From an optimization exercise on the open Yosys and OpenROAD flow, aimed at small area; shortcuts taken in it are not production practice.
No driver is modelled on the clock port, so clocking that relies on it looks cheaper here than on a real chip.
Power is estimated from default activity; no workload was simulated.

## wip/indigo
==> flow/design.v (excerpt) <==
module uart_fifo_tx
  #(
    parameter FIFO_DEPTH=16,
    parameter UART_CDIV=434
    )
   (
    input wire 	     clk,
    input wire 	     n_rst,
    input wire [7:0] data,
    input wire 	     n_wr,
    output wire      n_full,
    output wire      uart_tx
    );
   localparam N = FIFO_DEPTH;
   reg [8*N-1:0]     s;         
   reg [N-1:0] 	     v;         
   reg [7:0] 	     h;         
   reg 		     hv;        
   reg 		     held;      
   reg 		     sending;
   reg 		     tx_out;
   reg [8:0] 	     cnt;
   reg [3:0] 	     idx;
   wire 	     transit = held & ~hv;
   assign n_full = ~(&v) | transit;
   assign uart_tx = tx_out;
   wire 	     wr = ~n_wr & n_full;
   wire 	     take = ~held & (|v);
   wire [N:0] 	     rdy;
   assign rdy[N] = ~hv;
   genvar 	     i;
   generate
      for (i = 0; i < N; i = i + 1) begin : g_rdy
	 assign rdy[i] = ~v[i] | rdy[i+1];
      end
   endgenerate
   wire [8*N-1:0]    s_in = {s[8*N-9:0], data};
   wire [N-1:0]      v_in = {v[N-2:0], wr};
   integer 	     k;
   always @(posedge clk) begin
      for (k = 0; k < N; k = k + 1)
	if (rdy[k]) s[8*k +: 8] <= s_in[8*k +: 8];
      if (rdy[N]) h <= s[8*N-8 +: 8];
   end
   localparam [8:0] CNT_LAST = 9'd182;
   wire 	     bit_end = (cnt == CNT_LAST);
   wire 	     release_h = sending & bit_end & (idx == 4'd7);
   always @(posedge clk, negedge n_rst) begin
      if (~n_rst) begin
	 v <= 0;
	 hv <= 1'b0;
	 held <= 1'b0;
	 sending <= 1'b0;
	 tx_out <= 1'b1;
      end
      else begin
	 for (k = 0; k < N; k = k + 1)
	   if (rdy[k]) v[k] <= v_in[k];
	 if (~hv) hv <= v[N-1];
	 else if (release_h) hv <= 1'b0;
  ...
==> flow/config.mk <==
export PLATFORM = sky130hd
export DESIGN_NAME = uart_fifo_tx
export DESIGN_NICKNAME = uart_fifo_tx
export VERILOG_FILES = /design/flow/design.v
export SDC_FILE = /design/flow/constraint.sdc
export NUM_CORES = 4
export LEC_CHECK = 0
export CAP_MARGIN = 20
export CORE_MARGIN = 2
export CORE_UTILIZATION = 40
export CTS_BUF_LIST = sky130_fd_sc_hd__clkbuf_8
export SLEW_MARGIN = 20
==> flow/constraint.sdc <==
create_clock -name core_clock -period 10.0 [get_ports {clk}]
set_input_delay 2.0000 -clock core_clock [delete_from_list [all_inputs] [get_ports {clk}]]
set_output_delay 2.0000 -clock core_clock [all_outputs]
set_load 0.01 [all_outputs]
standard.sh (not shown) runs the stock make flow with config.mk's settings and CLKGATE_MAP_FILE= SYNTH_SCRIPT=/design/flow/synth_recipe.tcl, a recipe that flattens the netlist after the stock synthesis.
==> flow/flow/run.sh <==
#!/bin/bash
# The standard layout (standard.sh) with two changes:
# - clock tree synthesis without dummy load cells;
# - port buffers of the smallest buffer cell.
set -euo pipefail
export CTS_ARGS="-sink_clustering_enable -repair_clock_nets -dont_use_dummy_load -root_buf sky130_fd_sc_hd__clkbuf_8 -buf_list {sky130_fd_sc_hd__clkbuf_4 sky130_fd_sc_hd__clkbuf_8}"
export BUFFER_PORTS_ARGS="-buffer_cell sky130_fd_sc_hd__buf_1"
bash standard.sh finish > standard.log 2>&1
The following lists how wip/ember was set up differently from wip/indigo:
--- a/flow/flow/run.sh
+++ b/flow/flow/run.sh
@@ -6 +6 @@
-export CTS_ARGS="-sink_clustering_enable -repair_clock_nets -dont_use_dummy_load -root_buf sky130_fd_sc_hd__clkbuf_8 -buf_list {sky130_fd_sc_hd__clkbuf_4 sky130_fd_sc_hd__clkbuf_8}"
+export CTS_ARGS="-sink_clustering_enable -repair_clock_nets -dont_use_dummy_load -sink_clustering_size 24 -sink_clustering_max_diameter 200 -buf_list sky130_fd_sc_hd__clkbuf_8"
Results
From wip/ember to wip/indigo, first-pass GRT wire length did not move at all. wip/ember -> wip/indigo: post-route minimum period delta 0, exact match. | die area | wip/indigo vs wip/ember | ≈ equal |. Between wip/indigo and wip/ember, the difference in setup slack is negligible. Diff wip/indigo..wip/ember | share of the clock period used by the worst path | unchanged. Comparing wip/ember against wip/indigo, there is no change at all in non-clock buffer count. Combinational cell fraction of total power delta (wip/ember -> wip/indigo): insignificant.
> inputs changed (wip/ember -> wip/raven)
--- a/flow/flow/run.sh
+++ b/flow/flow/run.sh
@@ -6 +6 @@
-export CTS_ARGS="-sink_clustering_enable -repair_clock_nets -dont_use_dummy_load -sink_clustering_size 24 -sink_clustering_max_diameter 200 -buf_list sky130_fd_sc_hd__clkbuf_8"
+export CTS_ARGS="-sink_clustering_enable -repair_clock_nets -dont_use_dummy_load -buf_list sky130_fd_sc_hd__clkbuf_8"
Results
- [compare] base=wip/ember new=wip/raven: global-route usage was more or less identical; share of async-settable or async-resettable flops after synthesis about even; transition time of the tightest slew-check pin saw little to no change.
#### Input delta (wip/onyx over wip/raven)
==> flow/flow/run.sh <==
#!/bin/bash
# The standard layout (standard.sh) with these changes:
# - clock tree synthesis without dummy load cells, with clkbuf_4 leaf buffers
#   under a clkbuf_16 root; leaf buffers with a large fanout become clkbuf_8
#   (flow/post_cts.tcl);
# - port buffers of the smallest buffer cell.
set -euo pipefail
here=$(pwd)
export CTS_ARGS="-sink_clustering_enable -repair_clock_nets -dont_use_dummy_load -root_buf sky130_fd_sc_hd__clkbuf_16 -buf_list sky130_fd_sc_hd__clkbuf_4"
export POST_CTS_TCL="$here/flow/post_cts.tcl"
export CLK_UPSIZE_FANOUT=13
export BUFFER_PORTS_ARGS="-buffer_cell sky130_fd_sc_hd__buf_1"
bash standard.sh finish > standard.log 2>&1
==> flow/flow/post_cts.tcl (new file) <==
# After clock tree synthesis: a clkbuf_4 that drives many clock pins becomes a
# clkbuf_8, so every flip-flop clock pin keeps a fast edge.
set n_up 0
foreach inst [[ord::get_db_block] getInsts] {
  if { [[$inst getMaster] getName] ne "sky130_fd_sc_hd__clkbuf_4" } { continue }
  set net [[$inst findITerm X] getNet]
  if { $net eq "NULL" } { continue }
  set fanout [expr { [llength [$net getITerms]] - 1 }]
  if { $fanout >= $::env(CLK_UPSIZE_FANOUT) } {
    replace_cell [$inst getName] sky130_fd_sc_hd__clkbuf_8
    incr n_up
  }
}
puts "post_cts: upsized $n_up clock buffers"
if { $n_up > 0 } {
  detailed_placement
  check_placement -verbose
}
==> comparison <==
Overall routing resource usage essentially unchanged between wip/raven and wip/onyx.
wip/raven leaves less setup margin than wip/onyx.
wip/onyx: portion of total power attributed to the clock network 3.5 points below wip/raven
wip/raven → wip/onyx: power share of the combinational group closely matched the old numbers, cell area after layout decreased by 1.2% relative to the old numbers.
Via count essentially unchanged between wip/raven and wip/onyx.
The higher part of the cycle the worst path needs came out of wip/raven.
No run of this note included a check of the RTL's function; only the layout flow was run.

-- afterwards: timing with drivers on the ports --
No port has a modelled driver above. Below, the same layouts with a new extraction and two added sets of constraints. Step 1 assumes that a clkbuf_16 drives the clock port and a buf_2 every other input. Step 2 moves the port delays by t, midway between the first and last clock arrival at a register: inputs arrive t later, outputs are due t later. That takes back most of the time a late clock gives input paths. Three values: no drivers, after step 1, after step 2; two values: the first two.
run	t, ns	setup slack, ns	hold slack, ns	cell pins on the clock port's net
wip/indigo	0.460	6.351 / 6.318 / 6.778	0.407 / 0.407 / 0.407	1
wip/ember	0.460	6.351 / 6.318 / 6.778	0.407 / 0.407 / 0.407	1
wip/raven	0.460	6.351 / 6.318 / 6.778	0.407 / 0.407 / 0.407	1
wip/onyx	0.391	6.416 / 6.378 / 6.769	0.403 / 0.403 / 0.403	1
After both steps every run listed still meets setup and hold.
